From an optimization exercise on the open Yosys and OpenROAD flow, aimed at small area; shortcuts taken in it are not production practice. The RTL was checked by simulation tests, not by an equivalence proof against the original design.

==> flow/design.v (outline; a module is shown in full before it is edited, if it fits) <==
// module c_o22ai: 3 lines
// module c_a22oi: 3 lines
// module c_a222oi: 3 lines
// module c_nand2: 3 lines
// module c_nor2: 3 lines
// module c_inv: 3 lines
// module c_xor2: 3 lines
// module c_xnor2: 3 lines
// module c_fa: 4 lines
// module c_ha: 4 lines
// module leading_zero_cnt: 36 lines
// module fp32_converter: 30 lines
// module norm_shift: 177 lines
// module ge9: 17 lines
// module max9n: 12 lines
// module dist_lo: 13 lines
// module dist_sat: 13 lines
// module exp_max: 35 lines
// module csa_tree: 347 lines
// module popcount8: 13 lines
// module cpa51: 26 lines
// module align: 281 lines
// module fp_adder_tree: 68 lines
module fp_adder_tree #(
    parameter int unsigned N = 8
) (
    input clk,
    input rst_n,
    input            in_valid,
    input [32*N-1:0] fp_in,
    output           out_valid,
    output [31:0]    out
);
  // ...
==> flow/flow/run.sh <==
#!/bin/bash
# Standard layout, with two changes: the port buffers are buf_1 cells, and
# after global routing the cells on paths with slack are downsized
# (ORFS's power recovery step), which also takes back area.
set -euo pipefail
export BUFFER_PORTS_ARGS="-buffer_cell sky130_fd_sc_hd__buf_1"
export RECOVER_POWER=100
bash standard.sh > standard.log 2>&1
==> flow/standard.sh <==
#!/bin/bash
# synth_recipe.tcl (not shown) runs the flow's synth.tcl, then flattens the netlist and writes it again
# the make line also repeats each setting of config.mk as NAME=value (left out here)
make -C /OpenROAD-flow-scripts/flow DESIGN_CONFIG=/design/flow/config.mk WORK_HOME=/design/flow/orfs CLKGATE_MAP_FILE= SYNTH_SCRIPT=/design/flow/synth_recipe.tcl "${@:-finish}"
==> flow/config.mk <==
export PLATFORM = sky130hd
export DESIGN_NAME = fp_adder_tree
export DESIGN_NICKNAME = fp_adder_tree
export VERILOG_FILES = /design/flow/design.v
export SDC_FILE = /design/flow/constraint.sdc
export NUM_CORES = 4
export LEC_CHECK = 0
export CAP_MARGIN = 20
export CORE_MARGIN = 2
export CORE_UTILIZATION = 40
export SLEW_MARGIN = 20
export SYNTH_HIERARCHICAL = 1
==> flow/constraint.sdc <==
create_clock -name core_clock -period 8.5 [get_ports {clk}]
set_input_delay 1.7000 -clock core_clock [delete_from_list [all_inputs] [get_ports {clk}]]
set_output_delay 1.7000 -clock core_clock [all_outputs]
set_load 0.01 [all_outputs]
==> results.txt, run 1 <==
tightest slew margin relative to the limit: -23.7%
Die Y: 301 um
signed area change from the synthesized netlist to the final layout: 14.2%
register with the highest flop count: m_r
crit path launch: t_r[14]
total stage count of the critical path: 21
final-layout fill cell count: 8,891
CTS tree: done
number of antenna violations at the first check in global routing: 5
end of the worst hold path: valid_r2
violated checks: capacitance limit, slew limit
clock slew at the register clock pins of the worst setup and hold paths: 0.06 ns
I/O pin count: 292
terminus of the critical flop-to-flop path: t_r[49]
multi-input logic portion of the cell area: 68.9%
commonest non-fill, non-tap cell in the layout: o22ai_1
nonclk inv count: 199
CP max-delay cell: or4_4
setup fix buffers added after clock tree synthesis: 0
status: finished with violations
met1 track demand over resource in global routing: 40.6%
final wirelength: 137,000 um
cell class contributing the biggest share of worst-path delay: simple AND/OR/NAND/NOR gates
number of maximum-capacitance constraint violations: 2
wire length of the first global-routing pass: 200,000 um
count of port buffers added during placement: 291
top flop regs: m_r x192, t_r x51, rl_r x48
max-slew violations: 20
floorplan die area: 0.0907 sq mm
met2 track demand over resource in global routing: 45.9%
max FFs per register: 192
final-layout clock-cell area share: 3.11%
GRT overflow: 0
synthesized netlist cell count: 4,059
==> run 2, diff against run 1 <==
==> flow/run.sh (new file) <==
#!/bin/bash
# synth_recipe.tcl (not shown) runs the flow's synth.tcl, then flattens the netlist and writes it again
# the make line also repeats each setting of config.mk as NAME=value (left out here)
make -C /OpenROAD-flow-scripts/flow DESIGN_CONFIG=/design/flow/config.mk WORK_HOME=/design/flow/orfs CLKGATE_MAP_FILE= SYNTH_SCRIPT=/design/flow/synth_recipe.tcl finish
--- a/flow/config.mk
+++ b/flow/config.mk
@@ -8,5 +8,6 @@
 export CAP_MARGIN = 20
 export CORE_MARGIN = 2
 export CORE_UTILIZATION = 40
+export GPL_TIMING_DRIVEN = 0
 export SLEW_MARGIN = 20
 export SYNTH_HIERARCHICAL = 1
removed: flow/flow/run.sh
removed: flow/standard.sh
==> run 2 against run 1 <==
Effect of this change: routed wire length fell by 0.97%; clock skew rose by 0.0049 ns; global-route usage fell by 0.39 points; now clean on timing, DRC and antenna; setup slack got worse by 0.21 ns; critical path depth rose by 7.
==> results.txt, run 2 <==
status: finished clean
start point of the worst min-delay path: valid_r
fraction of final layout cells sized beyond drive strength 1: 6.75%
final weighted congestion in routability-driven placement: 1.08
endpoints failing setup: 0
slew at the pin closest to its max-slew limit: 1.04 ns
via total after detailed routing: 34,100
maximum clock rate: 0.120 GHz
floorplan die area: 0.0907 sq mm (unchanged)
drt wl/cell: 23.8 um
total number of placement rows: 108
I/O pin count: 292 (unchanged)
GRT overflow: 0 (unchanged)
top flop regs: m_r x192, t_r x51, rl_r x48
Final Cycle Share: 98.0%
crit-path max FO: 9
signed area change from the synthesized netlist to the final layout: 21.2%
warnings from Yosys: 12
tightest slew margin relative to the limit: 30.8% (+54 points)
synthesized netlist cell count: 4,059 (unchanged)
crit path launch: fp_in[122]
utilization after layout: 49.1%
remaining design rule violation count: 0
max-slew violations: 0 (-100%)
Die Y: 301 um (unchanged)
register with the highest flop count: m_r
maximum number of buffers from clock root to sink: 3
number of maximum-capacitance constraint violations: 0 (-2)
clock latency reported for the late side of the worst-skew pair: 0.60 ns
clock slew at the register clock pins of the worst setup and hold paths: 0.06 ns (about the same)
detailed-route vias per instance: 5.98
hold crit path type: register to register
horizontal die dimension: 301 um
post-layout net count: 5,326
cell area after synthesis: 0.0353 sq mm
number of antenna violations at the first check in global routing: 6 (+1)
Reg-to-Reg Start: xn_r[6]
type of origin of the critical path: input pin
wire length of the first global-routing pass: 198,000 um (-1.1%)
ANT nets after route: 0
TritonCTS buffer count: 38
final non-filler cell area: 0.0428 sq mm
clock sink count: 341
number of failing hold endpoints at the final stage: 0
Worst Setup Slack post-DPL: -1.54 ns
CTS tree: done
max FFs per register: 192 (unchanged)
# hold bufs at CTS: 0
Worst Path Required: 8.95 ns
count of H-tree levels built during CTS: 2
final wirelength: 135,000 um (-0.97%)
count of port buffers added during placement: 291 (unchanged)
CP Capture Type: register
iteration count of the initial detailed-routing pass: 6
largest net degree at the start of global routing: 50
Layout Skew: 0.0322 ns
Core Footprint: 0.0872 sq mm
Synth Area per Inst: 8.70 sq um
Worst Path Arrival: 8.77 ns
commonest non-fill, non-tap cell in the layout: o22ai_1
placed wire-length estimate: 111,000 um
clk root buf: clkbuf_16
cell area after placement: 0.0404 sq mm
WHS: 0.437 ns
type of the worst setup path: input pin to register
starting utilization of the core area: 40.5%
post-route minimum period: 8.33 ns
initial DRC count: 3,597
via count of the first global-routing pass: 31,700
worst-case setup margin in the final layout: 0.172 ns
most frequent cells in the layout: 1,213 x o22ai_1, 496 x nor2_1, 426 x xor2_1
global router's overall resource usage: 29.1%
run 2: what timing repair did:
action | in CTS | in global routing
setup buffers | 27 | 18
cloned | 10 | 3
setup endpoints to repair | 68 | 65
pin swaps | 17 | 15
gates resized for setup | 77 | 81
run 2: final timing paths:
check                  end  slack, ns  depth (start not counted)
setup / recovery  rl_r[23]       0.17                         28
hold / removal    valid_r2       0.44                          1
setup reg to reg   t_r[38]       0.43                         21
hold reg to reg   valid_r2       0.44                          1
run 2: per-layer routing:
layer	global-route usage (%)	routed length, um
met2	45.0	59400
met1	39.6	58000
met3	3.76	9640
met4	15.5	8400
met5	0	12
run 2: area by class of cell:
cell class / instances / area, sq um
tap: 1155 / 1450
inverter: 199 / 797
timing repair inverter: 11 / 80.1
multi-input combinational: 3546 / 28400
timing repair buffer: 359 / 3790
fill: 8479 / 44400
clock buffer: 49 / 1050
antenna: 5 / 12.5
buffer: 11 / 67.6
sequential: 341 / 6860
clock inverter: 19 / 294
run 2: critical path: stages:
cell	delay [ns]
clkdlybuf4s50_1	0.61
nor3_1	0.25
a21o_1	0.23
inv_1	0.07
ha_1	0.27
o211ai_1	0.10
a21o_1	0.19
o211ai_4	0.26
inv_2	0.14
o22ai_2	0.26
ha_1	0.29
o211ai_1	0.18
a21o_1	0.18
o211ai_4	0.11
buf_4	0.17
o22ai_4	0.30
ha_1	0.29
o211ai_1	0.17
a21o_1	0.18
o211ai_4	0.18
inv_4	0.19
o22ai_4	0.15
ha_1	0.25
fa_1	0.38
fa_1	0.41
fa_1	0.40
fa_1	0.40
fa_1	0.43
run 2: through the flow:
| stage | std cells | setup TNS (ns) |
|---|---|---|
| after floorplan | 4095 | 0 |
| after global placement | 5541 | -95.22 |
| after detailed placement | 5564 | -56.19 |
| after CTS | 5669 | 0 |
| after global routing | 5695 | -0.0601 |
| final | 5695 | 0 |
==> run 3, diff against run 2 <==
--- a/flow/config.mk
+++ b/flow/config.mk
@@ -8,6 +8,5 @@
 export CAP_MARGIN = 20
 export CORE_MARGIN = 2
 export CORE_UTILIZATION = 40
-export GPL_TIMING_DRIVEN = 0
 export SLEW_MARGIN = 20
 export SYNTH_HIERARCHICAL = 1
==> run 3 against run 2 <==
Effect of this change: still clean on timing, DRC and antenna; via count is 1.3% higher; area after synthesis stayed put; flip-flop and latch count stayed put; sequential share of layout area about the same.
==> results.txt, run 3 <==
warnings from Yosys: 12 (unchanged)
top layer used by detailed routing: met5
top flop regs: m_r x192, t_r x51, rl_r x48
TritonCTS buffer count: 38 (unchanged)
wire length on met2: 59,400 um (unchanged)
Worst Path Required: 6.80 ns (-2.15 ns)
placed wire-length estimate: 114,000 um (+2.3%)
total number of placement rows: 108 (unchanged)
final weighted congestion in routability-driven placement: 1.08 (about the same)
crit-path max FO: 14 (+5)
drt wl/cell: 23.4 um (-1.6%)
status: finished clean
Core Footprint: 0.0872 sq mm (unchanged)
cell class contributing the biggest share of worst-path delay: simple AND/OR/NAND/NOR gates
M1 WL: 57,300 um (-1.2%)
clk root buf: clkbuf_16
maximum clock rate: 0.121 GHz (+1.2%)
utilization after layout: 48.9% (-0.16 points)
clock slew at the register clock pins of the worst setup and hold paths: 0.06 ns (about the same)
max-slew violations: 0 (unchanged)
count of port buffers added during placement: 291 (unchanged)
post-layout net count: 5,422 (+1.8%)
Worst Path Arrival: 6.53 ns (-2.24 ns)
via total after detailed routing: 34,500 (+1.3%)
floorplan die area: 0.0907 sq mm (unchanged)
cell area after synthesis: 0.0353 sq mm (unchanged)
Critical Path Max Stage Delay: 0.58 ns (-0.03 ns)
CP Capture Type: primary output
fraction of final layout cells sized beyond drive strength 1: 7.30% (+0.55 points)
slew at the pin closest to its max-slew limit: 0.863 ns (-0.174 ns)
number of antenna violations at the first check in global routing: 5 (-1)
starting utilization of the core area: 40.5% (unchanged)
type of the worst setup path: register to primary output
commonest non-fill, non-tap cell in the layout: o22ai_1
most frequent cells in the layout: 1,236 x o22ai_1, 496 x nor2_1, 424 x xor2_1
number of failing hold endpoints at the final stage: 0 (unchanged)
largest net degree at the start of global routing: 49 (-2.0%)
I/O pin count: 292 (unchanged)
final wirelength: 135,000 um (about the same)
number of maximum-capacitance constraint violations: 0 (unchanged)
number of buffers and inverters on the critical path: 5 (unchanged)
clock sink count: 341 (unchanged)
max FFs per register: 192 (unchanged)
Final Cycle Share: 96.9% (-1.1 points)
final-layout fill cell count: 8,567 (+1.0%)
worst-case setup margin in the final layout: 0.268 ns (+0.0959 ns)
count of H-tree levels built during CTS: 2 (unchanged)
Worst Setup Slack post-DPL: -0.109 ns (+1.44 ns)
Post-Route Setup TNS: 0 ns (unchanged)
detailed-route vias per instance: 5.97 (-0.32%)
WHS: 0.442 ns (+0.00485 ns)
remaining design rule violation count: 0 (unchanged)
ANT nets after route: 0 (unchanged)
global router's overall resource usage: 28.9% (-0.17 points)
CTS tree: done
Layout Skew: 0.0145 ns (-0.0177 ns)
maximum number of buffers from clock root to sink: 3 (unchanged)
signed area change from the synthesized netlist to the final layout: 20.8%
initial DRC count: 3,569 (-0.78%)
type of origin of the critical path: register
Cell Chain, Critical Path: or4_4, or4_4, nor3_4, buf_12, a31oi_1, xor2_2, nor4_4, buf_4, nand4_2, o311ai_1, buf_4, a22oi_2, inv_1, ha_1, ha_1, fa_1, a211oi_2, o21bai_1, a31o_2, o22ai_1, xor2_1, clkdlybuf4s50_1
Synth Area per Inst: 8.70 sq um (unchanged)
via count of the first global-routing pass: 32,200 (+1.7%)
hold crit path type: register to register
endpoints failing setup: 0 (unchanged)
post-route minimum period: 8.23 ns (-0.0959 ns)
clock latency reported for the late side of the worst-skew pair: 0.58 ns (-0.02 ns)
Die Y: 301 um (unchanged)
synthesized netlist cell count: 4,059 (unchanged)
iteration count of the initial detailed-routing pass: 6 (unchanged)
wire length of the first global-routing pass: 198,000 um (-0.18%)
horizontal die dimension: 301 um (unchanged)
metal3 WL: 10,300 um (+6.9%)
GRT overflow: 0 (unchanged)
register with the highest flop count: m_r
CP max-delay cell: clkdlybuf4s50_1
tightest slew margin relative to the limit: 42.4% (+12 points)
[run 3: worst paths after layout]
check	startpoint	end	slack, ns	depth (start not counted)
setup / recovery	t_r[14]	out[30]	0.27	22
hold / removal	valid_r	valid_r2	0.44	1
hold reg to reg	valid_r	valid_r2	0.44	1
setup reg to reg	xn_r[6]	t_r[49]	0.62	24
[run 3: layout make-up]
type	instances	area, sq um	area share (%)
Sequential cell	341	6840	16.0
Clock inverter	16	175	0.411
Multi-Input combinational cell	3544	27900	65.5
Antenna cell	2	5.00	0.0117
Inverter	199	747	1.75
Clock buffer	53	1120	2.62
Tap cell	1155	1450	3.39
Timing Repair Buffer	479	4370	10.2
[run 3: what timing repair did]
action,in CTS,in global routing
buffers inserted,5,2
setup endpoints to repair,1,3
gates resized for setup,1,15
pin swaps,2,2
hold buffers,0,0
[run 3: metrics by stage]
step	area, sq um	instances
3_3_place_gp	41200	5710
6_report	42600	5789
2_1_floorplan	35400	4095
5_1_grt	42600	5787
3_5_place_dp	41200	5710
4_1_cts	42500	5784
[run 3: worst reg2reg max path: cells and delay by family, from the launching register on]
| kind | cells | cell delay [ns] |
|---|---|---|
| adders and majority gates | 8 | 3.77 |
| AOI/OAI and AO/OA | 8 | 1.85 |
| xor gates and xnor gates | 2 | 0.63 |
| DFF | 1 | 0.58 |
| and+or+nand+nor | 4 | 0.50 |
| buffers and inverters | 2 | 0.45 |
[run 3: layer usage]
layer	vias to the layer above	track usage [%]
li1	16400	-
met1	16500	38.8
met2	1403	45.0
met3	234	4.54
met4	2	15.3
met5	-	0
==> run 4, diff against run 3 <==
==> flow/flow/run.sh (new file) <==
#!/bin/bash
# Standard layout, with one change: the port buffers that the standard flow
# puts on every input and output are buf_1 cells instead of the default.
set -euo pipefail
export BUFFER_PORTS_ARGS="-buffer_cell sky130_fd_sc_hd__buf_1"
bash standard.sh > standard.log 2>&1
==> flow/standard.sh (new file) <==
#!/bin/bash
# synth_recipe.tcl (not shown) runs the flow's synth.tcl, then flattens the netlist and writes it again
# the make line also repeats each setting of config.mk as NAME=value (left out here)
make -C /OpenROAD-flow-scripts/flow DESIGN_CONFIG=/design/flow/config.mk WORK_HOME=/design/flow/orfs CLKGATE_MAP_FILE= SYNTH_SCRIPT=/design/flow/synth_recipe.tcl "${@:-finish}"
removed: flow/run.sh
==> run 4 against run 3 <==
Effect of this change: non-clock buffer count fell by 29; cell area fell by 5.1%; cell count fell by 0.54%; clock skew rose by 0.014 ns; setup slack improved by 0.074 ns; synthesized cell count did not move; register-to-register slack got worse by 0.07 ns; global-route usage rose by 0.56 points; clock-buffer cell count fell by 5; critical path type unchanged.
==> results.txt, run 4 <==
signed area change from the synthesized netlist to the final layout: 14.7%
CTS tree: done
type of origin of the critical path: register
cell area after synthesis: 0.0353 sq mm (unchanged)
utilization after layout: 46.4% (-2.5 points)
I/O pin count: 292 (unchanged)
max FFs per register: 192 (unchanged)
maximum number of buffers from clock root to sink: 3 (unchanged)
Layout Skew: 0.0283 ns (+0.0138 ns)
TritonCTS buffer count: 37 (-2.6%)
via count of the first global-routing pass: 31,700 (-1.7%)
cell area after placement: 0.0392 sq mm (-4.9%)
number of antenna violations at the first check in global routing: 5 (unchanged)
Worst Path Arrival: 6.46 ns (-0.07 ns)
final wirelength: 137,000 um (+1.0%)
tightest slew margin relative to the limit: 27.6% (-15 points)
clock sink count: 341 (unchanged)
RSZ-0062 raised after global routing: false
number of buffers and inverters on the critical path: 3 (-2)
terminus of the critical flop-to-flop path: t_r[49]
Die Y: 301 um (unchanged)
final non-filler cell area: 0.0405 sq mm (-5.1%)
cell total after placement: 5,684 (-0.46%)
Worst Setup Slack post-DPL: -0.0426 ns (+0.0659 ns)
Final Cycle Share: 96.0% (-0.88 points)
slew at the pin closest to its max-slew limit: 1.08 ns (+0.221 ns)
largest net degree at the start of global routing: 49 (unchanged)
warnings from Yosys: 12 (unchanged)
commonest non-fill, non-tap cell in the layout: o22ai_1
final weighted congestion in routability-driven placement: 1.03 (-4.1%)
most frequent cells in the layout: 1,236 x o22ai_1, 497 x nor2_1, 429 x xor2_1
iteration count of the initial detailed-routing pass: 6 (unchanged)
worst-case setup margin in the final layout: 0.342 ns (+0.0745 ns)
Min-Delay Path Depth: 1 (unchanged)
crit-path max FO: 14 (unchanged)
CP Capture Type: primary output
count of H-tree levels built during CTS: 2 (unchanged)
initial DRC count: 3,301 (-7.5%)
clock latency reported for the late side of the worst-skew pair: 0.59 ns (about the same)
count of port buffers added during placement: 291 (unchanged)
GRT overflow: 0 (unchanged)
cell class contributing the biggest share of worst-path delay: simple AND/OR/NAND/NOR gates
hold crit path type: register to register
clk root buf: clkbuf_16
Worst Reg2Reg Path Length in Cells: 24 (unchanged)
wire length of the first global-routing pass: 200,000 um (+1.3%)
number of maximum-capacitance constraint violations: 0 (unchanged)
maximum clock rate: 0.123 GHz (+0.91%)
post-route non-filler standard cell count: 5,758 (-0.54%)
type of the worst setup path: register to primary output
end of the worst hold path: valid_r2
global router's overall resource usage: 29.5% (+0.56 points)
remaining design rule violation count: 0 (unchanged)
via total after detailed routing: 34,000 (-1.7%)
post-layout net count: 5,392 (-0.55%)
detailed-route vias per instance: 5.90 (-1.1%)
Critical Path Max Stage Delay: 0.57 ns (about the same)
# hold bufs at CTS: 0 (unchanged)
Synth Area per Inst: 8.70 sq um (unchanged)
max-slew violations: 0 (unchanged)
ANT nets after route: 0 (unchanged)
clock slew at the register clock pins of the worst setup and hold paths: 0.06 ns (about the same)
post-route minimum period: 8.16 ns (-0.0745 ns)
total number of placement rows: 108 (unchanged)
horizontal die dimension: 301 um (unchanged)
floorplan die area: 0.0907 sq mm (unchanged)
endpoints failing setup: 0 (unchanged)
top flop regs: m_r x192, t_r x51, rl_r x48
CP max-delay cell: or4_4
fraction of final layout cells sized beyond drive strength 1: 6.35% (-0.95 points)
start point of the worst min-delay path: valid_r
Reg-to-Reg Start: xn_r[6]
placed wire-length estimate: 116,000 um (+1.6%)
Worst Path Required: 6.80 ns (about the same)
starting utilization of the core area: 40.5% (unchanged)
status: finished clean
register with the highest flop count: m_r
Cell Chain, Critical Path: or4_4, or4_4, nor3_4, buf_12, a31oi_1, xor2_1, nor4_4, nand2_1, nor2_1, o2111ai_1, a22oi_1, inv_1, ha_1, ha_1, fa_1, a211oi_1, o21bai_1, a31o_2, o22ai_1, xor2_1, buf_1
number of failing hold endpoints at the final stage: 0 (unchanged)
drt wl/cell: 23.8 um (+1.6%)
Core Footprint: 0.0872 sq mm (unchanged)
synthesized netlist cell count: 4,059 (unchanged)
run 4: per-layer routing:
layer | track usage, % | routed length [um]
met1 | 40.6 | 59500
met2 | 45.9 | 60500
met3 | 3.71 | 9350
met4 | 14.2 | 7470
met5 | 0 | 13
run 4: worst max-delay path by stage:
stage / from / end / slack [ns] / depth (start not counted)
global route: t_r[14] / out[30] / 0.05 / 21
detailed placement: fp_in[60] / rl_r[41] / -0.04 / 30
finish: t_r[14] / out[30] / 0.34 / 21
global placement: fp_in[30] / rl_r[17] / -0.006 / 29
CTS: t_r[14] / out[30] / 0.13 / 20
floorplan: fp_in[188] / rl_r[11] / 0.29 / 28
run 4: area by class of cell:
type | count | area, sq um
clock buffers | 48 | 1020
diodes | 2 | 5.00
repair buffers | 450 | 2320
flip-flops and latches | 341 | 6840
clock inverters | 19 | 236
fillers | 8849 | 46700
inverters | 199 | 747
multi-input cells | 3544 | 27900
well taps | 1155 | 1450
run 4: stage by stage:
step	hold WS, ns	setup TNS (ns)
after CTS	0.437	0
after global routing	0.463	0
after floorplan	0.338	0
after global placement	0.414	-0.00754
final	0.429	0
after detailed placement	0.419	-0.136
run 4: worst reg2reg max path: stages, from the launching register on:
cell	delay (ns)
dfxtp_1	0.57
fa_1	0.55
fa_1	0.50
o211a_1	0.16
nand2_1	0.21
inv_1	0.43
buf_4	0.34
o22ai_1	0.14
o22ai_1	0.20
xor2_1	0.53
ha_1	0.37
fa_1	0.41
fa_1	0.56
fa_1	0.49
ha_1	0.33
nand4_1	0.12
nor2_1	0.07
o211a_1	0.14
o311ai_4	0.31
o211a_4	0.26
o21ai_4	0.08
a2111oi_2	0.38
nor2_2	0.11
fa_1	0.39
xor2_1	0.17
run 4: timing repair:
action,in CTS,in global routing
buffers inserted,0,5
setup endpoints to repair,0,2
resized for setup,0,1
==> module leading_zero_cnt, before the edit <==
module leading_zero_cnt (
    input  [63:0]      x,
    output logic [5:0] lz,
    output logic       zero
);
logic [15:0]      z4;
logic [15:0][1:0] c4;
logic [7:0]       z8;
logic [7:0][2:0]  c8;
logic [3:0]       z16;
logic [3:0][3:0]  c16;
logic [1:0]       z32;
logic [1:0][4:0]  c32;
always_comb begin
    for (int i = 0; i < 16; i++) begin
        logic [3:0] n;
        n = x[4*i +: 4];
        z4[i] = ~|n;
        c4[i] = n[3] ? 2'd0 : n[2] ? 2'd1 : n[1] ? 2'd2 : 2'd3;
    end
    for (int i = 0; i < 8; i++) begin
        z8[i] = z4[2*i+1] & z4[2*i];
        c8[i] = z4[2*i+1] ? {1'b1, c4[2*i]} : {1'b0, c4[2*i+1]};
    end
    for (int i = 0; i < 4; i++) begin
        z16[i] = z8[2*i+1] & z8[2*i];
        c16[i] = z8[2*i+1] ? {1'b1, c8[2*i]} : {1'b0, c8[2*i+1]};
    end
    for (int i = 0; i < 2; i++) begin
        z32[i] = z16[2*i+1] & z16[2*i];
        c32[i] = z16[2*i+1] ? {1'b1, c16[2*i]} : {1'b0, c16[2*i+1]};
    end
    zero = z32[1] & z32[0];
    lz   = z32[1] ? {1'b1, c32[0]} : {1'b0, c32[1]};
end
endmodule
==> module fp32_converter, before the edit <==
module fp32_converter (
    input  [50:0] t,
    input  [7:0]  xmax,
    output [31:0] fp32
);
logic        sign;
logic [49:0] nz;      
logic [49:0] a;       
logic [5:0]  lz;
logic        zero;
logic        big;
logic [7:0]  exp_out;
logic [22:0] frac;
assign sign = ~t[50];
logic [48:0] po;
always_comb begin
    po = t[48:0];
    for (int st = 1; st < 49; st = st * 2)
        for (int i = 2*st - 1; i < 49; i += 2*st) po[i] = po[i] | po[i-st];
    for (int st = 16; st >= 1; st = st / 2)
        for (int i = 3*st - 1; i < 49; i += 2*st) po[i] = po[i] | po[i-st];
    nz = {po, 1'b0};
end
assign a = t[49:0] ^ ({50{sign}} & nz);
leading_zero_cnt lzc_inst (.x({a, 14'b0}), .lz(lz), .zero(zero));
assign big = lz[5] | (lz[4] & lz[3] & (lz[2] | (lz[1] & lz[0])));
norm_shift norm_inst (.a(a[48:0]), .lz(lz[4:0]), .big(big), .f(frac));
assign exp_out = zero ? xmax - 8'd46 : xmax + 8'd3 - {2'b00, lz};
assign fp32 = {sign, exp_out, frac};
endmodule
==> module exp_max, before the edit <==
module exp_max (
    input  [7:0][7:0]  e,
    output [7:0]       xn,
    output [7:0][5:0]  rl,
    output [7:0]       cl
);
logic [7:0][7:0] ex;
logic [7:0][8:0] q;
wire  [3:0][8:0] w1n;      
wire  [1:0][8:0] w2;       
wire  [8:0]      kn;       
wire  [3:0]      ge1;
wire  [1:0]      ge2;
wire             ge3;
always_comb begin
    for (int i = 0; i < 8; i++) begin
        ex[i] = {e[i][7:1], e[i][0] | ~|e[i][7:1]};
        q[i]  = {~&e[i], ex[i]};
    end
end
for (genvar i = 0; i < 4; i++) begin : g_r1
    ge9   c (.a(q[2*i]), .b(q[2*i+1]), .ge(ge1[i]));
    max9n m (.a(q[2*i]), .b(q[2*i+1]), .ge(ge1[i]), .y(w1n[i]));
end
for (genvar i = 0; i < 2; i++) begin : g_r2
    ge9   c (.a(w1n[2*i+1]), .b(w1n[2*i]), .ge(ge2[i]));
    max9n m (.a(w1n[2*i]), .b(w1n[2*i+1]), .ge(ge2[i]), .y(w2[i]));
end
ge9   c3 (.a(w2[0]), .b(w2[1]), .ge(ge3));
max9n m3 (.a(w2[0]), .b(w2[1]), .ge(ge3), .y(kn));
assign xn = kn[7:0];
for (genvar i = 0; i < 8; i++) begin : g_dist
    dist_lo dd (.nx(kn[5:0]), .y(ex[i][5:0]), .r(rl[i]), .co(cl[i]));
end
endmodule
==> module cpa51, before the edit <==
module cpa51 (
    input  [50:0]       a,
    input  [50:0]       b,
    output logic [50:0] s
);
localparam int W = 51;
logic [W-1:0] g, p, gg, pp;
always_comb begin
    g  = a & b;
    p  = a ^ b;
    gg = g;
    pp = p;
    for (int st = 1; st < W; st = st * 2)
        for (int i = 2*st - 1; i < W; i += 2*st) begin
            gg[i] = gg[i] | (pp[i] & gg[i-st]);
            pp[i] = pp[i] & pp[i-st];
        end
    for (int st = 16; st >= 1; st = st / 2)
        for (int i = 3*st - 1; i < W; i += 2*st) begin
            gg[i] = gg[i] | (pp[i] & gg[i-st]);
            pp[i] = pp[i] & pp[i-st];
        end
    s[0] = p[0];
    for (int i = 1; i < W; i++) s[i] = p[i] ^ gg[i-1];
end
endmodule
==> module fp_adder_tree, before the edit <==
module fp_adder_tree #(
    parameter int unsigned N = 8
) (
    input clk,
    input rst_n,
    input            in_valid,
    input [32*N-1:0] fp_in,
    output           out_valid,
    output [31:0]    out
);
logic [N-1:0][7:0]  e;
logic [N-1:0][5:0]  rl;
logic [N-1:0]       cl;
logic [7:0]         xn;
always_comb
    for (int i = 0; i < N; i++) e[i] = fp_in[32*i+23 +: 8];
exp_max exp_max_inst (.e(e), .xn(xn), .rl(rl), .cl(cl));
logic [N-1:0][23:0] m_r;
logic [N-1:0]       s_r;
logic [N-1:0][5:0]  rl_r;
logic [N-1:0]       cl_r;
logic [N-1:0][1:0]  eh_r;
logic [7:0]         xn_r;
logic               valid_r;
always_ff @(posedge clk) begin
    for (int i = 0; i < N; i++) begin
        m_r[i]  <= {e[i] != 8'd0, fp_in[32*i +: 23]};
        s_r[i]  <= fp_in[32*i+31];
        eh_r[i] <= e[i][7:6];
    end
    rl_r <= rl;
    cl_r <= cl;
    xn_r <= xn;
end
logic [N-1:0]       keep;
logic [N-1:0][47:0] u;
logic [3:0]         pc;
logic [50:0]        sum_x, sum_y, t;
for (genvar i = 0; i < N; i++) begin : g_align
    dist_sat dist_inst (.nx(xn_r[7:6]), .y(eh_r[i]), .ci(cl_r[i]), .r54(rl_r[i][5:4]), .keep(keep[i]));
    align align_inst (.s(s_r[i]), .m(m_r[i]), .rl(rl_r[i]), .keep(keep[i]), .u(u[i]));
end
popcount8 pc_inst (.s(s_r), .pc(pc));
csa_tree  csa_inst (.u(u), .pc(pc), .x(sum_x), .y(sum_y));
cpa51     cpa_inst (.a(sum_x), .b(sum_y), .s(t));
logic [50:0] t_r;
logic [7:0]  xmax_r2;
logic        valid_r2;
always_ff @(posedge clk) begin
    t_r     <= t;
    xmax_r2 <= ~xn_r;
end
always_ff @(posedge clk) begin
    if (!rst_n) begin
        valid_r  <= 1'b0;
        valid_r2 <= 1'b0;
    end else begin
        valid_r  <= in_valid;
        valid_r2 <= valid_r;
    end
end
fp32_converter conv_inst (
    .t    (t_r),
    .xmax (xmax_r2),
    .fp32 (out)
);
assign out_valid = valid_r2;
endmodule
==> run 5, diff against run 4 <==
--- a/flow/design.v
+++ b/flow/design.v
@@ -31,10 +31,11 @@
 assign co = a & b;
 endmodule
 module leading_zero_cnt (
-    input  [63:0]      x,
+    input  [49:0]      x,
     output logic [5:0] lz,
     output logic       zero
 );
+logic [63:0]      xp;
 logic [15:0]      z4;
 logic [15:0][1:0] c4;
 logic [7:0]       z8;
@@ -44,9 +45,10 @@
 logic [1:0]       z32;
 logic [1:0][4:0]  c32;
 always_comb begin
+    xp = {x, 14'b0};
     for (int i = 0; i < 16; i++) begin
         logic [3:0] n;
-        n = x[4*i +: 4];
+        n = xp[4*i +: 4];
         z4[i] = ~|n;
         c4[i] = n[3] ? 2'd0 : n[2] ? 2'd1 : n[1] ? 2'd2 : 2'd3;
     end
@@ -68,7 +70,7 @@
 endmodule
 module fp32_converter (
     input  [50:0] t,
-    input  [7:0]  xmax,
+    input  [7:0]  xn,
     output [31:0] fp32
 );
 logic        sign;
@@ -90,10 +92,10 @@
     nz = {po, 1'b0};
 end
 assign a = t[49:0] ^ ({50{sign}} & nz);
-leading_zero_cnt lzc_inst (.x({a, 14'b0}), .lz(lz), .zero(zero));
+leading_zero_cnt lzc_inst (.x(a), .lz(lz), .zero(zero));
 assign big = lz[5] | (lz[4] & lz[3] & (lz[2] | (lz[1] & lz[0])));
 norm_shift norm_inst (.a(a[48:0]), .lz(lz[4:0]), .big(big), .f(frac));
-assign exp_out = zero ? xmax - 8'd46 : xmax + 8'd3 - {2'b00, lz};
+assign exp_out = zero ? ~xn - 8'd46 : ~xn + 8'd3 - {2'b00, lz};
 assign fp32 = {sign, exp_out, frac};
 endmodule
 module norm_shift (
@@ -332,7 +334,8 @@
     input  [7:0][7:0]  e,
     output [7:0]       xn,
     output [7:0][5:0]  rl,
-    output [7:0]       cl
+    output [7:0]       cl,
+    output logic [7:0] hid      
 );
 logic [7:0][7:0] ex;
 logic [7:0][8:0] q;
@@ -344,7 +347,8 @@
 wire             ge3;
 always_comb begin
     for (int i = 0; i < 8; i++) begin
-        ex[i] = {e[i][7:1], e[i][0] | ~|e[i][7:1]};
+        ex[i]  = {e[i][7:1], e[i][0] | ~|e[i][7:1]};
+        hid[i] = e[i][0] | |e[i][7:1];
         q[i]  = {~&e[i], ex[i]};
     end
 end
@@ -725,14 +729,14 @@
 endmodule
 module cpa51 (
     input  [50:0]       a,
-    input  [50:0]       b,
+    input  [49:0]       b,
     output logic [50:0] s
 );
 localparam int W = 51;
 logic [W-1:0] g, p, gg, pp;
 always_comb begin
-    g  = a & b;
-    p  = a ^ b;
+    g  = a & {1'b0, b};
+    p  = a ^ {1'b0, b};
     gg = g;
     pp = p;
     for (int st = 1; st < W; st = st * 2)
@@ -1046,7 +1050,8 @@
 logic [7:0]         xn;
 always_comb
     for (int i = 0; i < N; i++) e[i] = fp_in[32*i+23 +: 8];
-exp_max exp_max_inst (.e(e), .xn(xn), .rl(rl), .cl(cl));
+logic [N-1:0]       hid;
+exp_max exp_max_inst (.e(e), .xn(xn), .rl(rl), .cl(cl), .hid(hid));
 logic [N-1:0][23:0] m_r;
 logic [N-1:0]       s_r;
 logic [N-1:0][5:0]  rl_r;
@@ -1056,7 +1061,7 @@
 logic               valid_r;
 always_ff @(posedge clk) begin
     for (int i = 0; i < N; i++) begin
-        m_r[i]  <= {e[i] != 8'd0, fp_in[32*i +: 23]};
+        m_r[i]  <= {hid[i], fp_in[32*i +: 23]};
         s_r[i]  <= fp_in[32*i+31];
         eh_r[i] <= e[i][7:6];
     end
@@ -1074,13 +1079,13 @@
 end
 popcount8 pc_inst (.s(s_r), .pc(pc));
 csa_tree  csa_inst (.u(u), .pc(pc), .x(sum_x), .y(sum_y));
-cpa51     cpa_inst (.a(sum_x), .b(sum_y), .s(t));
+cpa51     cpa_inst (.a(sum_x), .b(sum_y[49:0]), .s(t));
 logic [50:0] t_r;
-logic [7:0]  xmax_r2;
+logic [7:0]  xn_r2;
 logic        valid_r2;
 always_ff @(posedge clk) begin
     t_r     <= t;
-    xmax_r2 <= ~xn_r;
+    xn_r2   <= xn_r;
 end
 always_ff @(posedge clk) begin
     if (!rst_n) begin
@@ -1093,7 +1098,7 @@
 end
 fp32_converter conv_inst (
     .t    (t_r),
-    .xmax (xmax_r2),
+    .xn   (xn_r2),
     .fp32 (out)
 );
 assign out_valid = valid_r2;
--- a/flow/config.mk
+++ b/flow/config.mk
@@ -8,5 +8,6 @@
 export CAP_MARGIN = 20
 export CORE_MARGIN = 2
 export CORE_UTILIZATION = 40
+export CTS_BUF_LIST = sky130_fd_sc_hd__clkbuf_4 sky130_fd_sc_hd__clkbuf_8
 export SLEW_MARGIN = 20
 export SYNTH_HIERARCHICAL = 1
==> run 5 against run 4 <==
Effect of this change: critical path type unchanged; register-to-register slack worse by 0.08 ns; via count up 0.29%; hold slack better by 0.0050 ns; critical endpoint unchanged.
==> results.txt, run 5 <==
status: finished clean
number of failing hold endpoints at the final stage: 0 (unchanged)
via total after detailed routing: 34,100 (+0.29%)
warnings from Yosys: 12 (unchanged)
Die Y: 300 um (-0.35%)
signed area change from the synthesized netlist to the final layout: 15.5%
iteration count of the initial detailed-routing pass: 6 (unchanged)
final weighted congestion in routability-driven placement: 1.04 (+0.84%)
count of port buffers added during placement: 291 (unchanged)
via count of the first global-routing pass: 32,000 (+1.1%)
cell area after placement: 0.0389 sq mm (-0.59%)
Worst Path Required: 6.80 ns (about the same)
hold crit path type: register to register
number of maximum-capacitance constraint violations: 0 (unchanged)
global router's overall resource usage: 30.0% (+0.53 points)
CP Capture Type: primary output
detailed-route vias per instance: 5.94 (+0.65%)
most frequent cells in the layout: 1,233 x o22ai_1, 491 x nor2_1, 421 x xor2_1
Worst Path Arrival: 6.38 ns (-0.08 ns)
post-route minimum period: 8.08 ns (-0.0739 ns)
WHS: 0.434 ns (+0.00500 ns)
GRT overflow: 0 (unchanged)
floorplan die area: 0.0900 sq mm (-0.69%)
wire length of the first global-routing pass: 203,000 um (+1.3%)
ANT nets after route: 0 (unchanged)
register with the highest flop count: m_r
drt wl/cell: 24.2 um (+1.7%)
CTS tree: done
Core Footprint: 0.0868 sq mm (-0.47%)
clock slew at the register clock pins of the worst setup and hold paths: 0.07 ns (about the same)
max-slew violations: 0 (unchanged)
max FFs per register: 192 (unchanged)
endpoints failing setup: 0 (unchanged)
I/O pin count: 292 (unchanged)
Synth Area per Inst: 8.73 sq um (+0.34%)
Final Cycle Share: 95.1% (-0.87 points)
placed wire-length estimate: 117,000 um (+1.5%)
clock latency reported for the late side of the worst-skew pair: 0.73 ns (+0.14 ns)
tightest slew margin relative to the limit: 29.4% (+1.8 points)
final wirelength: 139,000 um (+1.3%)
final non-filler cell area: 0.0405 sq mm (about the same)
commonest non-fill, non-tap cell in the layout: o22ai_1
type of origin of the critical path: register
cell area after synthesis: 0.0351 sq mm (-0.70%)
clock sink count: 341 (unchanged)
horizontal die dimension: 300 um (-0.35%)
count of H-tree levels built during CTS: 2 (unchanged)
starting utilization of the core area: 40.4% (-0.095 points)
largest net degree at the start of global routing: 49 (unchanged)
number of antenna violations at the first check in global routing: 10 (+5)
clk root buf: clkbuf_8
type of the worst setup path: register to primary output
TritonCTS buffer count: 59 (+59%)
Layout Skew: 0.0350 ns (+0.00677 ns)
maximum number of buffers from clock root to sink: 3 (unchanged)
slew at the pin closest to its max-slew limit: 1.06 ns (-0.0262 ns)
synthesized netlist cell count: 4,017 (-1.0%)
maximum clock rate: 0.124 GHz (+0.91%)
total number of placement rows: 108 (unchanged)
fraction of final layout cells sized beyond drive strength 1: 8.24% (+1.9 points)
post-layout net count: 5,346 (-0.85%)
remaining design rule violation count: 0 (unchanged)
crit-path max FO: 11 (-3)
# hold bufs at CTS: 0 (unchanged)
top flop regs: m_r x192, t_r x51, rl_r x48
Post-Route Setup TNS: 0 ns (unchanged)
initial DRC count: 3,358 (+1.7%)
run 5: changes by cell type in the layout (fill, tap and decap cells not counted), moves of 8 or more:
cell | previous run | this run
xor2_2 | 0 | 9
conb_1 | 38 | 0
buf_4 | 156 | 164
clkbuf_4 | 0 | 12
clkbuf_8 | 3 | 74
xor2_1 | 429 | 421
or2_1 | 8 | 0
nor4_1 | 32 | 14
clkbuf_16 | 38 | 0
run 5: area by class of cell:
cell class,count,area (sq um)
tap,1155,1450
antenna,4,10.0
inverter,198,743
timing repair buffer,460,2410
multi-input combinational,3467,27600
clock buffer,86,1110
clock inverter,26,330
fill,8756,46200
sequential,341,6840
run 5: per-layer routing:
metal | wire length (um) | global-route usage [%] | up-vias
li1 | - | - | 16300
met1 | 60400 | 40.9 | 16400
met2 | 63600 | 48.4 | 1254
met3 | 9020 | 4.12 | 188
met4 | 5580 | 11.3 | 2
met5 | 13 | 0 | -
run 5: metrics by stage:
step           utilization [%]  setup WS (ns)  std cells
3_3_place_gp              44.9         0.0582       5620
6_report                  46.7          0.416       5737
5_1_grt                   46.7       -0.00869       5736
3_5_place_dp              44.9        0.00175       5620
4_1_cts                   46.5         0.0874       5732
2_1_floorplan                -          0.242       4017
run 5: timing repair:
action	CTS	global route
setup buffers	0	1
gates resized for setup	0	21
setup endpoints to repair	0	1
run 5: worst max-delay path, cell delays in order, from the launching register on:
cell,delay (ns)
dfxtp_1,0.34
nor4_2,0.35
nand3_2,0.21
nor4_1,0.64
a21oi_1,0.18
xor2_1,0.57
inv_1,0.09
a21oi_1,0.15
a21oi_1,0.10
a2111oi_2,0.46
a2bb2oi_2,0.17
buf_4,0.18
inv_1,0.06
ha_1,0.18
ha_1,0.23
fa_1,0.48
a211oi_1,0.23
nor2_1,0.10
o31ai_1,0.23
mux2_2,0.37
xnor2_1,0.16
buf_1,0.18
run 5: final timing paths:
kind                 from  endpoint  slack (ns)  depth (start not counted)
setup / recovery  t_r[16]   out[30]        0.42                         21
hold reg to reg   valid_r  valid_r2        0.43                          1
hold / removal    valid_r  valid_r2        0.43                          1
setup reg to reg  xn_r[6]   t_r[31]        0.47                         26
==> run 6, diff against run 5 <==
--- a/flow/config.mk
+++ b/flow/config.mk
@@ -8,6 +8,7 @@
 export CAP_MARGIN = 20
 export CORE_MARGIN = 2
 export CORE_UTILIZATION = 40
-export CTS_BUF_LIST = sky130_fd_sc_hd__clkbuf_4 sky130_fd_sc_hd__clkbuf_8
+export CTS_CLUSTER_DIAMETER = 100
+export CTS_CLUSTER_SIZE = 30
 export SLEW_MARGIN = 20
 export SYNTH_HIERARCHICAL = 1
==> run 6 against run 5 <==
Effect of this change: synthesized cell count stayed put; cell count decreased by 1.4%; clock-buffer cell count shrank 65; highest routed layer unchanged; hold slack improved by 0.010 ns; sequential share of layout area is 0.32 points higher; still clean; cell area is 1.8% lower.
==> results.txt, run 6 <==
status: finished clean
synthesized netlist cell count: 4,017 (unchanged)
clock slew at the register clock pins of the worst setup and hold paths: 0.11 ns (+0.04 ns)
Critical Path Max Stage Delay: 0.57 ns (-0.07 ns)
post-route minimum period: 8.04 ns (-0.0423 ns)
via total after detailed routing: 33,700 (-1.0%)
CP Capture Type: register
endpoints failing setup: 0 (unchanged)
Most Frequent Cell on Critical Path: fa_1
Core Footprint: 0.0868 sq mm (unchanged)
type of the worst setup path: register to register
number of antenna violations at the first check in global routing: 7 (-3)
floorplan die area: 0.0900 sq mm (unchanged)
clock latency reported for the late side of the worst-skew pair: 0.62 ns (-0.11 ns)
Synth Area per Inst: 8.73 sq um (unchanged)
CTS tree: done
global router's overall resource usage: 29.7% (-0.34 points)
cell total after placement: 5,620 (unchanged)
max-slew violations: 0 (unchanged)
type of origin of the critical path: register
Worst Path Required: 8.98 ns (+2.18 ns)
final wirelength: 138,000 um (-0.62%)
fraction of final layout cells sized beyond drive strength 1: 6.44% (-1.8 points)
Worst Path Arrival: 8.52 ns (+2.14 ns)
Layout Skew: 0.0252 ns (-0.00984 ns)
TritonCTS buffer count: 21 (-64%)
GRT overflow: 0 (unchanged)
detailed-route vias per instance: 5.96 (+0.40%)
remaining design rule violation count: 0 (unchanged)
maximum clock rate: 0.124 GHz (+0.53%)
# hold bufs at CTS: 0 (unchanged)
placed wire-length estimate: 117,000 um (unchanged)
Final Cycle Share: 94.6% (-0.50 points)
maximum number of buffers from clock root to sink: 3 (unchanged)
cell class contributing the biggest share of worst-path delay: adder cells
drt wl/cell: 24.4 um (+0.79%)
ANT nets after route: 0 (unchanged)
total number of placement rows: 108 (unchanged)
post-layout net count: 5,308 (-0.71%)
number of buffers and inverters on the critical path: 3 (-1)
CP max-delay cell: fa_1
count of H-tree levels built during CTS: 1 (-1)
slew at the pin closest to its max-slew limit: 1.07 ns (+0.0115 ns)
count of port buffers added during placement: 291 (unchanged)
clk root buf: clkbuf_16
iteration count of the initial detailed-routing pass: 6 (unchanged)
signed area change from the synthesized netlist to the final layout: 13.4%
initial DRC count: 3,198 (-4.8%)
final weighted congestion in routability-driven placement: 1.04 (unchanged)
number of maximum-capacitance constraint violations: 0 (unchanged)
most frequent cells in the layout: 1,233 x o22ai_1, 491 x nor2_1, 429 x xor2_1
I/O pin count: 292 (unchanged)
Die Y: 300 um (unchanged)
register with the highest flop count: m_r
commonest non-fill, non-tap cell in the layout: o22ai_1
tightest slew margin relative to the limit: 28.6% (-0.77 points)
starting utilization of the core area: 40.4% (unchanged)
via count of the first global-routing pass: 31,600 (-1.3%)
clock sink count: 341 (unchanged)
hold crit path type: register to register
final non-filler cell area: 0.0398 sq mm (-1.8%)
cell area after synthesis: 0.0351 sq mm (unchanged)
horizontal die dimension: 300 um (unchanged)
largest net degree at the start of global routing: 49 (unchanged)
crit-path max FO: 19 (+8)
top flop regs: m_r x192, t_r x51, rl_r x48
post-route non-filler standard cell count: 5,657 (-1.4%)
cell area after placement: 0.0389 sq mm (unchanged)
wire length of the first global-routing pass: 201,000 um (-0.80%)
number of failing hold endpoints at the final stage: 0 (unchanged)
max FFs per register: 192 (unchanged)
warnings from Yosys: 12 (unchanged)
==> run 6: per-layer routing <==
layer	GRT usage (%)	part of all wire, %
met3	3.46	6.8
met4	10.0	3.8
met2	48.3	46
met5	0	0.0094
met1	40.8	44
==> run 6: worst paths after layout <==
path         cells after the start  endpoint    start
max reg2reg                     26   t_r[31]  xn_r[6]
max                             26   t_r[31]  xn_r[6]
min reg2reg                      1  valid_r2  valid_r
min                              1  valid_r2  valid_r
==> run 6: through the flow <==
step	worst slack [ns]	utilization, %	setup TNS [ns]	hold slack, ns
after global placement	0.0582	44.9	0	0.414
after detailed placement	0.00175	44.9	0	0.422
final	0.458	45.8	0	0.444
after floorplan	0.242	-	0	0.310
after global routing	-0.0281	45.8	-0.0281	0.470
after CTS	0.216	45.8	0	0.448
==> run 6: area by class of cell <==
type,count,area (sq um)
flip-flops and latches,341,6840
well taps,1155,1450
fillers,8797,47000
clock inverters,14,255
repair buffers,460,2410
clock buffers,21,526
inverters,198,743
multi-input cells,3467,27500
diodes,1,2.50
==> run 6: what timing repair did <==
item,in CTS,in global routing
endpoints found under the setup margin,0,1
setup buffers,0,1
gates resized for setup,0,10
hold endpoints to repair,0,0
==> run 6: worst register-to-register path, delay by kind of cell (launching register included) <==
family	cells	cell delay (ns)
flops	1	0.53
simple gates	3	0.45
xor+xnor	2	0.72
compound gates	10	1.71
buf+inv	3	0.69
fa+ha+maj	8	3.80
==> run 7, diff against run 6 <==
--- a/flow/config.mk
+++ b/flow/config.mk
@@ -8,7 +8,6 @@
 export CAP_MARGIN = 20
 export CORE_MARGIN = 2
 export CORE_UTILIZATION = 40
-export CTS_CLUSTER_DIAMETER = 100
-export CTS_CLUSTER_SIZE = 30
+export CTS_BUF_LIST = sky130_fd_sc_hd__clkbuf_4
 export SLEW_MARGIN = 20
 export SYNTH_HIERARCHICAL = 1
==> run 7 against run 6 <==
Effect of this change: clock-buffer cell count grew 95; area after synthesis is the same; first-iteration DRC count grew 2.2%; routed wire length grew 0.68%; global-route usage grew 0.37 points; largest cell class unchanged.
==> results.txt, run 7 <==
clk root buf: clkbuf_4
final non-filler cell area: 0.0403 sq mm (+1.3%)
fraction of final layout cells sized beyond drive strength 1: 8.86% (+2.4 points)
remaining design rule violation count: 0 (unchanged)
horizontal die dimension: 300 um (unchanged)
via count of the first global-routing pass: 32,300 (+2.2%)
type of origin of the critical path: register
post-route non-filler standard cell count: 5,788 (+2.3%)
Core Footprint: 0.0868 sq mm (unchanged)
total number of placement rows: 108 (unchanged)
iteration count of the initial detailed-routing pass: 8 (+2)
via total after detailed routing: 34,200 (+1.5%)
CTS tree: done
detailed-route vias per instance: 5.91 (-0.77%)
type of the worst setup path: register to primary output
clock slew at the register clock pins of the worst setup and hold paths: 0.06 ns (-0.05 ns)
register with the highest flop count: m_r
commonest non-fill, non-tap cell in the layout: o22ai_1
cell class contributing the biggest share of worst-path delay: simple AND/OR/NAND/NOR gates
most frequent cells in the layout: 1,233 x o22ai_1, 491 x nor2_1, 418 x xor2_1
total stage count of the critical path: 22 (-15%)
Die Y: 300 um (unchanged)
cell total after placement: 5,620 (unchanged)
Worst Path Arrival: 6.49 ns (-2.03 ns)
Worst Path Required: 6.80 ns (-2.18 ns)
drt wl/cell: 24.0 um (-1.6%)
ANT nets after route: 0 (unchanged)
worst-case setup margin in the final layout: 0.314 ns (-0.145 ns)
post-layout net count: 5,383 (+1.4%)
max-slew violations: 0 (unchanged)
number of maximum-capacitance constraint violations: 0 (unchanged)
synthesized netlist cell count: 4,017 (unchanged)
count of H-tree levels built during CTS: 3 (+2)
Cell Chain, Critical Path: nor4_4, buf_4, nand2_4, nor4_4, buf_6, a21oi_1, xor2_1, nor4_2, nand2_1, nor4_1, o311ai_1, a31oi_2, inv_1, ha_1, ha_1, fa_1, a211oi_1, nor2_1, o31ai_1, mux2_2, xnor2_1, buf_1
starting utilization of the core area: 40.4% (unchanged)
signed area change from the synthesized netlist to the final layout: 14.9%
floorplan die area: 0.0900 sq mm (unchanged)
Min-Delay Path Depth: 1 (unchanged)
Final Cycle Share: 96.3% (+1.7 points)
I/O pin count: 292 (unchanged)
Layout Skew: 0.0505 ns (+0.0253 ns)
GRT overflow: 0 (unchanged)
Synth Area per Inst: 8.73 sq um (unchanged)
endpoints failing setup: 0 (unchanged)
post-route minimum period: 8.19 ns (+0.145 ns)
# hold bufs at CTS: 0 (unchanged)
warnings from Yosys: 12 (unchanged)
Post-Route Setup TNS: 0 ns (unchanged)
CP Capture Type: primary output
number of buffers and inverters on the critical path: 4 (+1)
Worst Reg2Reg Path Length in Cells: 26 (unchanged)
maximum clock rate: 0.122 GHz (-1.8%)
max FFs per register: 192 (unchanged)
cell area after placement: 0.0389 sq mm (unchanged)
maximum number of buffers from clock root to sink: 3 (unchanged)
clock sink count: 341 (unchanged)
utilization after layout: 46.4% (+0.61 points)
WHS: 0.434 ns (-0.0108 ns)
crit-path max FO: 22 (+3)
slew at the pin closest to its max-slew limit: 1.06 ns (-0.00507 ns)
wire length of the first global-routing pass: 203,000 um (+0.72%)
tightest slew margin relative to the limit: 28.9% (+0.34 points)
initial DRC count: 3,268 (+2.2%)
largest net degree at the start of global routing: 49 (unchanged)
placed wire-length estimate: 117,000 um (unchanged)
clock latency reported for the late side of the worst-skew pair: 0.91 ns (+0.29 ns)
cell area after synthesis: 0.0351 sq mm (unchanged)
count of port buffers added during placement: 291 (unchanged)
TritonCTS buffer count: 90 (+330%)
final wirelength: 139,000 um (+0.68%)
Critical Path Max Stage Delay: 0.48 ns (-0.09 ns)
hold crit path type: register to register
status: finished clean
CP max-delay cell: fa_1
number of failing hold endpoints at the final stage: 0 (unchanged)
top flop regs: m_r x192, t_r x51, rl_r x48
final weighted congestion in routability-driven placement: 1.04 (unchanged)
number of antenna violations at the first check in global routing: 12 (+5)
Worst Setup Slack post-DPL: 0.00175 ns (unchanged)
global router's overall resource usage: 30.0% (+0.37 points)
## run 7: cell type report
| type | instances | area (sq um) |
|---|---|---|
| Fill cell | 8813 | 46500 |
| Tap cell | 1155 | 1450 |
| Inverter | 198 | 743 |
| Antenna cell | 8 | 20.0 |
| Clock inverter | 37 | 220 |
| Multi-Input combinational cell | 3467 | 27700 |
| Clock buffer | 116 | 871 |
| Timing Repair Buffer | 466 | 2460 |
| Sequential cell | 341 | 6840 |
## run 7: repair_timing
action	4_1_cts	5_1_grt
setup buffers	0	7
gates resized for setup	3	30
pin swaps	0	8
setup endpoints to repair	1	25
## run 7: worst paths after layout
| check | start | to | slack [ns] |
|---|---|---|---|
| setup / recovery | t_r[2] | out[30] | 0.31 |
| hold / removal | valid_r | valid_r2 | 0.43 |
| setup reg to reg | xn_r[6] | t_r[31] | 0.56 |
| hold reg to reg | valid_r | valid_r2 | 0.43 |
## run 7: metal layers
layer,GRT usage (%),share of wire (%),wire [um],vias up
met3,4.63,6.8,9380,193
met4,12.5,4.4,6060,2
met5,0,0.0094,13,-
met2,48.0,46,63100,1301
li1,-,-,-,16400
met1,40.5,43,60100,16400
## run 7: worst register-to-register path, delay by kind of cell (launching register included)
kind	cells	cell delay (ns)
xor gates and xnor gates	2	0.69
buffers and inverters	3	0.69
DFF	1	0.50
and+or+nand+nor	3	0.45
AOI/OAI and AO/OA	10	1.72
adders and majority gates	8	3.80
==> run 8, diff against run 7 <==
--- a/flow/config.mk
+++ b/flow/config.mk
@@ -8,6 +8,5 @@
 export CAP_MARGIN = 20
 export CORE_MARGIN = 2
 export CORE_UTILIZATION = 40
-export CTS_BUF_LIST = sky130_fd_sc_hd__clkbuf_4
 export SLEW_MARGIN = 20
 export SYNTH_HIERARCHICAL = 1
==> run 8 against run 7 <==
Effect of this change: highest routed layer unchanged; critical path depth down 1; register-to-register slack worse by 0.06 ns; hold slack got worse by 0.00089 ns; via count decreased by 1.0%.
==> results.txt, run 8 <==
status: finished clean
Worst Path Required: 6.80 ns (about the same)
iteration count of the initial detailed-routing pass: 6 (-2)
starting utilization of the core area: 40.4% (unchanged)
max FFs per register: 192 (unchanged)
ANT nets after route: 0 (unchanged)
TritonCTS buffer count: 41 (-54%)
Post-Route Setup TNS: 0 ns (unchanged)
synthesized netlist cell count: 4,017 (unchanged)
via total after detailed routing: 33,900 (-1.0%)
hold crit path type: register to register
tightest slew margin relative to the limit: 29.3% (+0.38 points)
utilization after layout: 46.5% (+0.053 points)
most frequent cells in the layout: 1,233 x o22ai_1, 491 x nor2_1, 430 x xor2_1
CTS tree: done
Layout Skew: 0.0310 ns (-0.0195 ns)
via count of the first global-routing pass: 32,000 (-0.95%)
clock sink count: 341 (unchanged)
max-slew violations: 0 (unchanged)
post-layout net count: 5,328 (-1.0%)
number of antenna violations at the first check in global routing: 8 (-4)
Synth Area per Inst: 8.73 sq um (unchanged)
clock latency reported for the late side of the worst-skew pair: 0.61 ns (-0.30 ns)
commonest non-fill, non-tap cell in the layout: o22ai_1
clock slew at the register clock pins of the worst setup and hold paths: 0.06 ns (about the same)
placed wire-length estimate: 117,000 um (unchanged)
global router's overall resource usage: 29.9% (-0.15 points)
cell area after synthesis: 0.0351 sq mm (unchanged)
CP Capture Type: primary output
cell total after placement: 5,620 (unchanged)
Final Cycle Share: 96.3% (about the same)
slew at the pin closest to its max-slew limit: 1.06 ns (-0.00574 ns)
Worst Setup Slack post-DPL: 0.00175 ns (unchanged)
floorplan die area: 0.0900 sq mm (unchanged)
crit-path max FO: 22 (unchanged)
wire length of the first global-routing pass: 202,000 um (-0.18%)
post-route minimum period: 8.19 ns (+0.00265 ns)
final non-filler cell area: 0.0403 sq mm (+0.11%)
Core Footprint: 0.0868 sq mm (unchanged)
fraction of final layout cells sized beyond drive strength 1: 7.13% (-1.7 points)
# hold bufs at CTS: 0 (unchanged)
drt wl/cell: 24.3 um (+1.4%)
horizontal die dimension: 300 um (unchanged)
I/O pin count: 292 (unchanged)
largest net degree at the start of global routing: 49 (unchanged)
number of failing hold endpoints at the final stage: 0 (unchanged)
Die Y: 300 um (unchanged)
number of maximum-capacitance constraint violations: 0 (unchanged)
type of origin of the critical path: register
final wirelength: 138,000 um (-0.14%)
WHS: 0.433 ns (-0.000887 ns)
final weighted congestion in routability-driven placement: 1.04 (unchanged)
count of port buffers added during placement: 291 (unchanged)
maximum number of buffers from clock root to sink: 3 (unchanged)
cell area after placement: 0.0389 sq mm (unchanged)
initial DRC count: 3,232 (-1.1%)
top flop regs: m_r x192, t_r x51, rl_r x48
detailed-route vias per instance: 5.95 (+0.55%)
endpoints failing setup: 0 (unchanged)
RSZ-0062 raised after global routing: false
register with the highest flop count: m_r
worst-case setup margin in the final layout: 0.311 ns (-0.00265 ns)
clk root buf: clkbuf_16
total number of placement rows: 108 (unchanged)
maximum clock rate: 0.122 GHz (about the same)
remaining design rule violation count: 0 (unchanged)
Worst Path Arrival: 6.49 ns (about the same)
warnings from Yosys: 12 (unchanged)
signed area change from the synthesized netlist to the final layout: 15.1%
post-route non-filler standard cell count: 5,698 (-1.6%)
GRT overflow: 0 (unchanged)
count of H-tree levels built during CTS: 2 (-1)
final-layout fill cell count: 8,755 (-0.66%)
type of the worst setup path: register to primary output
[run 8: area by class of cell]
type / count / area, sq um / share of cell area [%]
diodes: 1 / 2.50 / 0.00620
well taps: 1155 / 1450 / 3.58
clock buffers: 51 / 1140 / 2.84
inverters: 198 / 743 / 1.84
multi-input cells: 3467 / 27500 / 68.2
flip-flops and latches: 341 / 6840 / 16.9
clock inverters: 25 / 248 / 0.614
repair buffers: 460 / 2410 / 5.98
[run 8: critical path, stage by stage (launching register included)]
cell and delay [ns]:
dfxtp_1 0.33, nor4_2 0.49, nand2_4 0.16, nor4_4 0.28, buf_4 0.29, a21oi_1 0.12
xor2_1 0.25, nor4_1 0.48, nand2_1 0.19, nor4_1 0.30, o311ai_0 0.34, a31oi_2 0.33
inv_1 0.09, ha_1 0.28, ha_1 0.22, fa_1 0.48, a211oi_1 0.23, nor2_1 0.10
o31ai_1 0.23, mux2_2 0.37, xnor2_1 0.16, buf_1 0.18
[run 8: per-layer routing]
layer | part of all wire (%) | GRT usage, % | vias up | wire, um
li1 | - | - | 16200 | -
met1 | 44 | 40.5 | 16200 | 60500
met2 | 45 | 48.1 | 1246 | 62800
met3 | 6.6 | 4.25 | 192 | 9150
met4 | 4.3 | 11.7 | 2 | 6020
met5 | 0.0094 | 0 | - | 13
[run 8: what timing repair did]
| item | 4_1_cts | 5_1_grt |
|---|---|---|
| setup buffers | 0 | 1 |
| resized for setup | 0 | 4 |
| setup endpoints to repair | 0 | 1 |
[run 8: final timing paths]
| path | startpoint | cells after the start | slack [ns] | end |
|---|---|---|---|---|
| worst max-delay path | t_r[6] | 21 | 0.31 | out[30] |
| worst max register to register | xn_r[6] | 23 | 0.50 | t_r[39] |
| worst min-delay path | valid_r | 1 | 0.43 | valid_r2 |
| worst min register to register | valid_r | 1 | 0.43 | valid_r2 |

afterwards: timing with drivers on the ports:
Ports are ideal in the flow. The routed layouts listed here were re-timed in OpenROAD.
Step 1, drivers: a clkbuf_16 drives clk and a buf_2 each remaining input, both assumed.
Step 2 adds t to the input delays and takes it off the output delays; t is the mean of the earliest and latest rising clock arrival at the registers after step 1. Input paths then give back, and output paths get back, about the clock's delay inside the block.
Three values: no drivers, after step 1, after step 2; two values: the first two.
run | t, ns | slack for setup (ns) | latest minus earliest clock arrival (ns) | slew at the worst register clock pin (ns) | worst data-port slew with drivers (ns)
run 1 | 0.639 | 0.378 / 0.316 / -0.059 | 0.029 / 0.029 | 0.07 / 0.07 | 0.10
run 2 | 0.646 | 0.172 / 0.150 / -0.427 | 0.040 / 0.040 | 0.07 / 0.07 | 0.09
run 3 | 0.640 | 0.268 / 0.203 / -0.143 | 0.016 / 0.016 | 0.06 / 0.06 | 0.07
run 4 | 0.641 | 0.342 / 0.279 / -0.056 | 0.031 / 0.030 | 0.07 / 0.07 | 0.09
run 5 | 0.780 | 0.416 / 0.351 / -0.052 | 0.035 / 0.035 | 0.07 / 0.07 | 0.08
run 6 | 0.679 | 0.458 / 0.426 / -0.024 | 0.025 / 0.026 | 0.11 / 0.11 | 0.07
run 7 | 0.947 | 0.314 / 0.251 / -0.056 | 0.051 / 0.051 | 0.07 / 0.07 | 0.08
run 8 | 0.661 | 0.311 / 0.242 / -0.022 | 0.032 / 0.033 | 0.07 / 0.07 | 0.08
The setup slack of run 2, which loses most, moves by -0.022 ns with the drivers and by -0.599 ns with both steps.
